Source: an optimization exercise on an open RTL-to-GDS flow (aim: small area, a short achievable clock period and few clock cycles per item). Production flows keep margins and buffers that such runs may drop. At most, simulation tests tie the RTL to the original design; equivalence was not proved.

==> trial 68: inputs <==
==> flow/design.v <==
`timescale 1ns / 1ps
module k_table(
    input [5:0] round,
    output reg [31:0] constant
    );
    always @*
    begin
    case (round)
        6'h00 : constant <= 32'h428a2f98;
        6'h01 : constant <= 32'h71374491;
        6'h02 : constant <= 32'hb5c0fbcf;
        6'h03 : constant <= 32'he9b5dba5;
        6'h04 : constant <= 32'h3956c25b;
        6'h05 : constant <= 32'h59f111f1;
        6'h06 : constant <= 32'h923f82a4;
        6'h07 : constant <= 32'hab1c5ed5;
        6'h08 : constant <= 32'hd807aa98;
        6'h09 : constant <= 32'h12835b01;
        6'h0a : constant <= 32'h243185be;
        6'h0b : constant <= 32'h550c7dc3;
        6'h0c : constant <= 32'h72be5d74;
        6'h0d : constant <= 32'h80deb1fe;
        6'h0e : constant <= 32'h9bdc06a7;
        6'h0f : constant <= 32'hc19bf174;
        6'h10 : constant <= 32'he49b69c1;
        6'h11 : constant <= 32'hefbe4786;
        6'h12 : constant <= 32'h0fc19dc6;
        6'h13 : constant <= 32'h240ca1cc;
        6'h14 : constant <= 32'h2de92c6f;
        6'h15 : constant <= 32'h4a7484aa;
        6'h16 : constant <= 32'h5cb0a9dc;
        6'h17 : constant <= 32'h76f988da;
        6'h18 : constant <= 32'h983e5152;
        6'h19 : constant <= 32'ha831c66d;
        6'h1a : constant <= 32'hb00327c8;
        6'h1b : constant <= 32'hbf597fc7;
        6'h1c : constant <= 32'hc6e00bf3;
        6'h1d : constant <= 32'hd5a79147;
        6'h1e : constant <= 32'h06ca6351;
        6'h1f : constant <= 32'h14292967;
        6'h20 : constant <= 32'h27b70a85;
        6'h21 : constant <= 32'h2e1b2138;
        6'h22 : constant <= 32'h4d2c6dfc;
        6'h23 : constant <= 32'h53380d13;
        6'h24 : constant <= 32'h650a7354;
        6'h25 : constant <= 32'h766a0abb;
        6'h26 : constant <= 32'h81c2c92e;
        6'h27 : constant <= 32'h92722c85;
        6'h28 : constant <= 32'ha2bfe8a1;
        6'h29 : constant <= 32'ha81a664b;
        6'h2a : constant <= 32'hc24b8b70;
        6'h2b : constant <= 32'hc76c51a3;
        6'h2c : constant <= 32'hd192e819;
        6'h2d : constant <= 32'hd6990624;
        6'h2e : constant <= 32'hf40e3585;
        6'h2f : constant <= 32'h106aa070;
        6'h30 : constant <= 32'h19a4c116;
        6'h31 : constant <= 32'h1e376c08;
        6'h32 : constant <= 32'h2748774c;
        6'h33 : constant <= 32'h34b0bcb5;
        6'h34 : constant <= 32'h391c0cb3;
        6'h35 : constant <= 32'h4ed8aa4a;
        6'h36 : constant <= 32'h5b9cca4f;
        6'h37 : constant <= 32'h682e6ff3;
        6'h38 : constant <= 32'h748f82ee;
        6'h39 : constant <= 32'h78a5636f;
        6'h3a : constant <= 32'h84c87814;
        6'h3b : constant <= 32'h8cc70208;
        6'h3c : constant <= 32'h90befffa;
        6'h3d : constant <= 32'ha4506ceb;
        6'h3e : constant <= 32'hbef9a3f7;
        default: constant <= 32'hc67178f2;
endcase
end
endmodule
`timescale 1ns / 1ps
module sha_round(a, b, c, d, e, f, g, p, a_out, e_out);
input [31:0] a;
input [31:0] b;
input [31:0] c;
input [31:0] d;
input [31:0] e;
input [31:0] f;
input [31:0] g;
input [31:0] p;
output [31:0] a_out;
output [31:0] e_out;
function [63:0] csa;
    input [31:0] x;
    input [31:0] y;
    input [31:0] z;
    reg [31:0] cy;
    begin
        cy = (x & y) | (z & (x | y));
        csa = {cy[30:0], 1'b0, x ^ y ^ z};
    end
endfunction
function [63:0] c42;
    input [31:0] x;
    input [31:0] y;
    input [31:0] z;
    input [31:0] w;
    reg [31:0] t, co, ci, cy;
    begin
        co = (x & y) | (z & (x | y));
        ci = {co[30:0], 1'b0};
        t = x ^ y ^ z;
        cy = ((t ^ w) & ci) | (~(t ^ w) & w);
        c42 = {cy[30:0], 1'b0, t ^ w ^ ci};
    end
endfunction
wire [31:0] ch = (e & f) ^ (~e & g);
wire [31:0] ma = (a & b) | (c & (a | b));
wire [31:0] sum0 = {a[1:0], a[31:2]} ^ {a[12:0], a[31:13]} ^ {a[21:0], a[31:22]};
wire [31:0] sum1 = {e[5:0], e[31:6]} ^ {e[10:0], e[31:11]} ^ {e[24:0], e[31:25]};
wire [63:0] e2 = c42(p, d, ch, sum1);
assign e_out = e2[31:0] + e2[63:32];
wire [63:0] a2 = c42(ch, ma, sum0, sum1);
wire [63:0] a3 = csa(p, a2[31:0], a2[63:32]);
assign a_out = a3[31:0] + a3[63:32];
endmodule
`timescale 1ns / 1ps
module message_schedule(w0, w1, w9, w14, message);
input [31:0] w0;
input [31:0] w1;
input [31:0] w9;
input [31:0] w14;
output [31:0] message;
wire [31:0] s0 = {w1[6:0], w1[31:7]} ^ {w1[17:0], w1[31:18]} ^ {3'b0, w1[31:3]};
wire [31:0] s1 = {w14[16:0], w14[31:17]} ^ {w14[18:0], w14[31:19]} ^ {10'b0, w14[31:10]};
wire [31:0] p = w0 ^ w9 ^ s0;
wire [31:0] pc = (w0 & w9) | (s0 & (w0 | w9));
wire [31:0] pcs = {pc[30:0], 1'b0};
wire [31:0] q = p ^ pcs ^ s1;
wire [31:0] qc = (p & pcs) | (s1 & (p | pcs));
wire [31:0] qcs = {qc[30:0], 1'b0};
assign message = q + qcs;
endmodule
`timescale 1ns / 1ps
`timescale 1ns / 1ps
module block_solver (
	input clk,
	input rst_n,
	input [255:0] midstate,
	input [95:0] header_leftovers,
	input [255:0] target,
	input [31:0] nonce_start,
	output [2:0] state_out,
	output [31:0] current_nonce
);
localparam integer NP = 2;    
reg [5:0] t;         
reg ld;              
reg q61, q62, q63;   
reg p0, p1;          
reg [1:0] fill;      
reg done;
reg nosol;
reg [31:0] cur;      
reg [31:0] cur_o;
reg done_o, nosol_o;
reg [31:0] mwa, mwe;  
reg [31:0] k_in;     
reg [31:0] k_out;    
reg [31:0] twa, twe;  
reg [1:0] lp;        
wire [31:0] k_rom;
k_table constants (.round(ld ? 6'd1 : (t == 6'd63 ? 6'd0 : t + 6'd2)), .constant(k_rom));
wire [31:0] feed = cur + (fill == 2'd2 ? 2 * NP : (fill == 2'd1 ? NP : 0));
reg [31:0] in_alt;
always @(*) begin
	in_alt = 32'h0;
	if (ld) in_alt = 32'h00000280;
	else case (t)
		6'd49: in_alt = header_leftovers[95:64];
		6'd50: in_alt = header_leftovers[63:32];
		6'd51: in_alt = header_leftovers[31:0];
		6'd53: in_alt = 32'h80000000;
		default: in_alt = 32'h0;
	endcase
end
wire in_nonce = !ld && t == 6'd52;
wire in_comp = !ld && (t < 6'd48);
wire [31:0] out_alt = p0 ? 32'h00000100 : (!ld && t == 6'd58 ? 32'h80000000 : 32'h0);
wire out_comp = !ld && !p0 && (t <= 6'd48);
always @(posedge clk) begin
	if (!ld && t == 6'd60) begin
		mwa <= midstate[159:128]; mwe <= midstate[31:0];
	end else if (q61) begin
		mwa <= midstate[191:160]; mwe <= midstate[63:32];
	end else if (q62) begin
		mwa <= midstate[223:192]; mwe <= midstate[95:64];
	end else begin
		mwa <= midstate[255:224]; mwe <= midstate[127:96];
	end
	if (q61) begin
		twa <= target[127:96];    twe <= target[255:224];
	end else if (q62) begin
		twa <= target[95:64];     twe <= target[223:192];
	end else if (q63) begin
		twa <= target[63:32];     twe <= target[191:160];
	end else begin
		twa <= target[31:0];      twe <= target[159:128];
	end
	lp <= q61 ? 2'd0 : lp + 2'd1;
	k_in <= k_rom;
	k_out <= k_in;
end
wire [NP-1:0] found;
localparam [255:0] IV = {
	32'h6a09e667, 32'hbb67ae85, 32'h3c6ef372, 32'ha54ff53a,
	32'h510e527f, 32'h9b05688c, 32'h1f83d9ab, 32'h5be0cd19};
reg [31:0] ia_w, ie_w;
always @(*) begin
	case (lp)
	2'd0: begin ia_w = IV[159:128]; ie_w = IV[31:0];   end
	2'd1: begin ia_w = IV[191:160]; ie_w = IV[63:32];  end
	2'd2: begin ia_w = IV[223:192]; ie_w = IV[95:64];  end
	default: begin ia_w = IV[255:224]; ie_w = IV[127:96]; end
	endcase
end
function [1:0] cmp32;
	input [31:0] x;
	input [31:0] y;
	reg [31:0] lt, gt;
	integer l, i;
	begin
		lt = ~x & y;
		gt = x & ~y;
		for (l = 1; l < 32; l = l * 2)
			for (i = 0; i < 32; i = i + 2 * l) begin
				lt[i] = lt[i + l] | (~gt[i + l] & lt[i]);
				gt[i] = gt[i + l] | (~lt[i + l] & gt[i]);
			end
		cmp32 = {lt[0], gt[0]};
	end
endfunction
genvar j, k;
generate
	for (j = 0; j < NP; j = j + 1) begin : pipe
		wire [223:0] st [0:1];
		wire [31:0] h1a, h1e;
		for (k = 0; k < 2; k = k + 1) begin : eng
			reg [223:0] s;       
			reg [511:0] w;
			reg [31:0] p;
			wire [31:0] a_out, e_out;
			wire [31:0] wnew;
			wire eld = k ? p0 : ld;             
			wire e63 = k ? ld : q63;            
			wire [223:0] init = k ? IV[255:32] : midstate[255:32];
			wire [31:0] init_h = k ? IV[31:0] : midstate[31:0];
			wire [31:0] kn = k ? k_out : k_in;
			sha_round core_op (
				.a(s[223:192]), .b(s[191:160]), .c(s[159:128]), .d(s[127:96]),
				.e(s[95:64]), .f(s[63:32]), .g(s[31:0]), .p(p),
				.a_out(a_out), .e_out(e_out));
			message_schedule messages (
				.w0(w[31:0]), .w1(w[63:32]), .w9(w[9*32 +: 32]), .w14(w[14*32 +: 32]),
				.message(wnew));
			wire hcomp = k ? out_comp : in_comp;
			wire [31:0] halt = k ? out_alt : (in_nonce ? feed + j : in_alt);
			wire [31:0] head = hcomp ? wnew : halt;
			wire [511:0] shifted = {head, w[511:32]};
			wire [31:0] hn = s[31:0];
			wire [31:0] wn = w[63:32];
			wire [31:0] pc = (hn & kn) | (wn & (hn | kn));
			wire [31:0] p_next = (hn ^ kn ^ wn) + {pc[30:0], 1'b0};
			always @(posedge clk) begin
				s[223:32] <= eld ? init[223:32] : {a_out, s[223:128], e_out, s[95:64]};
				s[31:0] <= eld ? init[31:0] : (e63 ? init_h : s[63:32]);
				p <= p_next;
				if (k) begin
					w[511:384] <= shifted[511:384];
					w[383:352] <= q61 ? h1e : shifted[383:352];                 
					w[351:320] <= shifted[351:320];
					w[319:288] <= q62 ? h1e : shifted[319:288];                 
					w[287:256] <= shifted[287:256];
					w[255:224] <= q61 ? h1a : (q63 ? h1e : shifted[255:224]);   
					w[223:192] <= shifted[223:192];
					w[191:160] <= q62 ? h1a : (ld ? h1e : shifted[191:160]);    
					w[159:128] <= shifted[159:128];
					w[127:96]  <= q63 ? h1a : shifted[127:96];                  
					w[95:64]   <= shifted[95:64];
					w[63:32]   <= ld ? h1a : shifted[63:32];                    
					w[31:0]    <= shifted[31:0];
				end else begin
					w <= shifted;
				end
			end
			assign st[k] = s;
		end
		assign h1a = st[0][223:192] + mwa;
		assign h1e = st[0][95:64] + mwe;
		wire [31:0] h2a = st[1][223:192] + ia_w;
		wire [31:0] h2e = st[1][95:64] + ie_w;
		wire [31:0] hva = {h2a[7:0], h2a[15:8], h2a[23:16], h2a[31:24]};
		wire [31:0] hve = {h2e[7:0], h2e[15:8], h2e[23:16], h2e[31:24]};
		wire hi_lt, hi_gt, lo_lt, lo_gt;
		assign {hi_lt, hi_gt} = cmp32(hve, twe);
		assign {lo_lt, lo_gt} = cmp32(hva, twa);
		reg hlt, hgt, llt, lgt;    
		always @(posedge clk) begin
			hlt <= (hlt | (!hgt & hi_lt)) & !q62 | q62 & hi_lt;
			hgt <= (hgt | (!hlt & hi_gt)) & !q62 | q62 & hi_gt;
			llt <= (llt | (!lgt & lo_lt)) & !q62 | q62 & lo_lt;
			lgt <= (lgt | (!llt & lo_gt)) & !q62 | q62 & lo_gt;
		end
		assign found[j] = hlt | (!hgt & llt);
	end
endgenerate
reg stop;
reg stop_found;
reg [31:0] inc;
integer i;
always @(*) begin
	stop = 1'b0;
	stop_found = 1'b0;
	inc = NP;
	for (i = NP - 1; i >= 0; i = i - 1) begin
		if (found[i] || cur == 32'hffffffff - i) begin
			stop = 1'b1;
			stop_found = found[i];
			inc = i;
		end
	end
end
wire step = p1 && !done && fill == 2'd2;
always @(posedge clk) begin
	if (!rst_n) begin
		t <= 6'd49;
		ld <= 1'b0;
		q61 <= 1'b0;
		q62 <= 1'b0;
		q63 <= 1'b0;
		p0 <= 1'b0;
		p1 <= 1'b0;
		fill <= 2'd0;
		done <= 1'b0;
		nosol <= 1'b0;
		cur <= nonce_start;
	end else begin
		if (!ld) t <= t + 6'd1;
		q61 <= !ld && (t == 6'd60);
		q62 <= q61;
		q63 <= q62;
		ld <= q63;
		p0 <= ld;
		p1 <= p0;
		cur <= cur + (step ? inc : 32'd0);
		if (p1 && !done) begin
			if (fill != 2'd2) begin
				fill <= fill + 2'd1;
			end else if (stop) begin
				done <= 1'b1;
				nosol <= !stop_found;
			end
		end
	end
end
always @(posedge clk) begin
	cur_o <= cur;
	done_o <= rst_n && done;
	nosol_o <= nosol;
end
assign state_out = {1'b0, done_o, nosol_o};
assign current_nonce = cur_o;
endmodule
==> flow/flow/run.sh <==
#!/bin/bash
set -euo pipefail
export SETUP_SLACK_MARGIN=11.4
export BUFFER_PORTS_ARGS="-buffer_cell sky130_fd_sc_hd__buf_1"
bash standard.sh > standard.log 2>&1
==> flow/standard.sh <==
#!/bin/bash
# synth_recipe.tcl (not shown) runs the flow's synth.tcl, then flattens the netlist and writes it again
# the make line also repeats each setting of config.mk as NAME=value (left out here)
make -C /OpenROAD-flow-scripts/flow DESIGN_CONFIG=/design/flow/config.mk WORK_HOME=/design/flow/orfs CLKGATE_MAP_FILE= SYNTH_SCRIPT=/design/flow/synth_recipe.tcl "${@:-finish}"
==> flow/config.mk <==
export PLATFORM = sky130hd
export DESIGN_NAME = block_solver
export DESIGN_NICKNAME = block_solver
export VERILOG_FILES = /design/flow/design.v
export SDC_FILE = /design/flow/constraint.sdc
export NUM_CORES = 8
export LEC_CHECK = 0
export ABC_AREA = 1
export CAP_MARGIN = 20
export CORE_MARGIN = 2
export CORE_UTILIZATION = 55
export PLACE_DENSITY = 0.85
export SLEW_MARGIN = 20
export SYNTH_HIERARCHICAL = 1
export SYNTH_MINIMUM_KEEP_SIZE = 400
==> flow/constraint.sdc <==
create_clock -name core_clock -period 16.0 [get_ports {clk}]
set_input_delay 3.2000 -clock core_clock [delete_from_list [all_inputs] [get_ports {clk}]]
set_output_delay 3.2000 -clock core_clock [all_outputs]
set_load 0.01 [all_outputs]
==> inputs of trial 36, as changes to trial 68 <==
--- a/flow/design.v
+++ b/flow/design.v
@@ -149,5 +149,5 @@
 	output [31:0] current_nonce
 );
-localparam integer NP = 2;    
+localparam integer NP = 1;    
 reg [5:0] t;         
 reg ld;              
@@ -158,6 +158,4 @@
 reg nosol;
 reg [31:0] cur;      
-reg [31:0] cur_o;
-reg done_o, nosol_o;
 reg [31:0] mwa, mwe;  
 reg [31:0] k_in;     
@@ -359,10 +357,5 @@
 	end
 end
-always @(posedge clk) begin
-	cur_o <= cur;
-	done_o <= rst_n && done;
-	nosol_o <= nosol;
-end
-assign state_out = {1'b0, done_o, nosol_o};
-assign current_nonce = cur_o;
+assign state_out = {1'b0, done, nosol};
+assign current_nonce = cur;
 endmodule
==> flow/flow/run.sh (replaced) <==
#!/bin/bash
set -euo pipefail
export SETUP_SLACK_MARGIN=11.7
export BUFFER_PORTS_ARGS="-buffer_cell sky130_fd_sc_hd__buf_1"
bash standard.sh > standard.log 2>&1
==> inputs of build 60, as changes to trial 68 <==
--- a/flow/design.v
+++ b/flow/design.v
@@ -158,6 +158,4 @@
 reg nosol;
 reg [31:0] cur;      
-reg [31:0] cur_o;
-reg done_o, nosol_o;
 reg [31:0] mwa, mwe;  
 reg [31:0] k_in;     
@@ -359,10 +357,5 @@
 	end
 end
-always @(posedge clk) begin
-	cur_o <= cur;
-	done_o <= rst_n && done;
-	nosol_o <= nosol;
-end
-assign state_out = {1'b0, done_o, nosol_o};
-assign current_nonce = cur_o;
+assign state_out = {1'b0, done, nosol};
+assign current_nonce = cur;
 endmodule
==> flow/flow/run.sh (replaced) <==
#!/bin/bash
set -euo pipefail
export SETUP_SLACK_MARGIN=11.7
export BUFFER_PORTS_ARGS="-buffer_cell sky130_fd_sc_hd__buf_1"
bash standard.sh > standard.log 2>&1
==> insert_results.sql <==
INSERT INTO impl_metrics (metric_group, metric, value, unit) VALUES
('timing', 'timing.final.ws_setup', '11320', 'ps'),
('critical_path', 'timing.critical_path.from_type', 'register', ''),
('die', 'core.rowCount', '209', ''),
('global_route', 'globalRouteMet3Util', '15.4', '%'),
('finish', 'layout.cells.most_common', 'nand2_1', ''),
('timing', 'hold-worst-slack', '269', 'ps'),
('outcome', 'run_status', 'finished clean', '');
(the above is from trial 68)
==> insert_results.sql <==
INSERT INTO impl_metrics (metric_group, metric, value, unit) VALUES
('die', 'core.rowCount', '153', ''),
('critical_path', 'timing.critical_path.from_type', 'register', ''),
('critical_path', 'critical_path_depth', '1', ''),
('outcome', 'run_status', 'finished clean', '');
(the above is from trial 36)
==> insert_results.sql <==
INSERT INTO impl_metrics (metric_group, metric, value, unit) VALUES
('outcome', 'run_status', 'stopped before the end', ''),
('outcome', 'failing_step', 'global routing (5_1_grt)', ''),
('global_route', 'globalRouteMet3Util', '26.0', '%'),
('place', 'gp_congestion', '1.21', ''),
('global_route', 'grt_util_met1', '59.8', '%'),
('die', 'core.rowCount', '209', ''),
('outcome', 'first-error', '[ERROR GRT-0116] Global routing finished with congestion. Check the congestion regions in the DRC Viewer.', '');
(the above is from build 60)
Testbench counts of build 60, summed over its fixed seeds: cycles 438,127, nonces 13,087.
The RTL of trial 68 and trial 36 was laid out without a check of its function.

==> re-timing with driven ports <==
In the flow no input, the clock included, has a driving cell. The finished layouts below were timed again as built, in two steps. Step 1: set_driving_cell puts a clkbuf_16 on clk and a buf_2 on each other input, an assumption about the parent block. Step 2 moves the port delays by t, midway between the first and last clock arrival at a register: inputs arrive t later, outputs are due t later. That takes back most of the time a late clock gives input paths. Three values: no drivers, after step 1, after step 2; two values: the first two.
| run | shift t [ns] | setup slack, ns | latest minus earliest clock arrival (ns) | slew at the worst register clock pin (ns) |
|---|---|---|---|---|
| trial 68 | 1.085 | 11.324 / 11.205 / 10.959 | 0.129 / 0.130 | 0.08 / 0.08 |
| trial 36 | 0.936 | 11.422 / 11.332 / 11.553 | 0.057 / 0.058 | 0.08 / 0.08 |
After both steps setup and hold are still met in every run listed. For trial 68, which loses most, drivers alone change the setup slack by -0.119 ns; drivers and shift together by -0.365 ns.
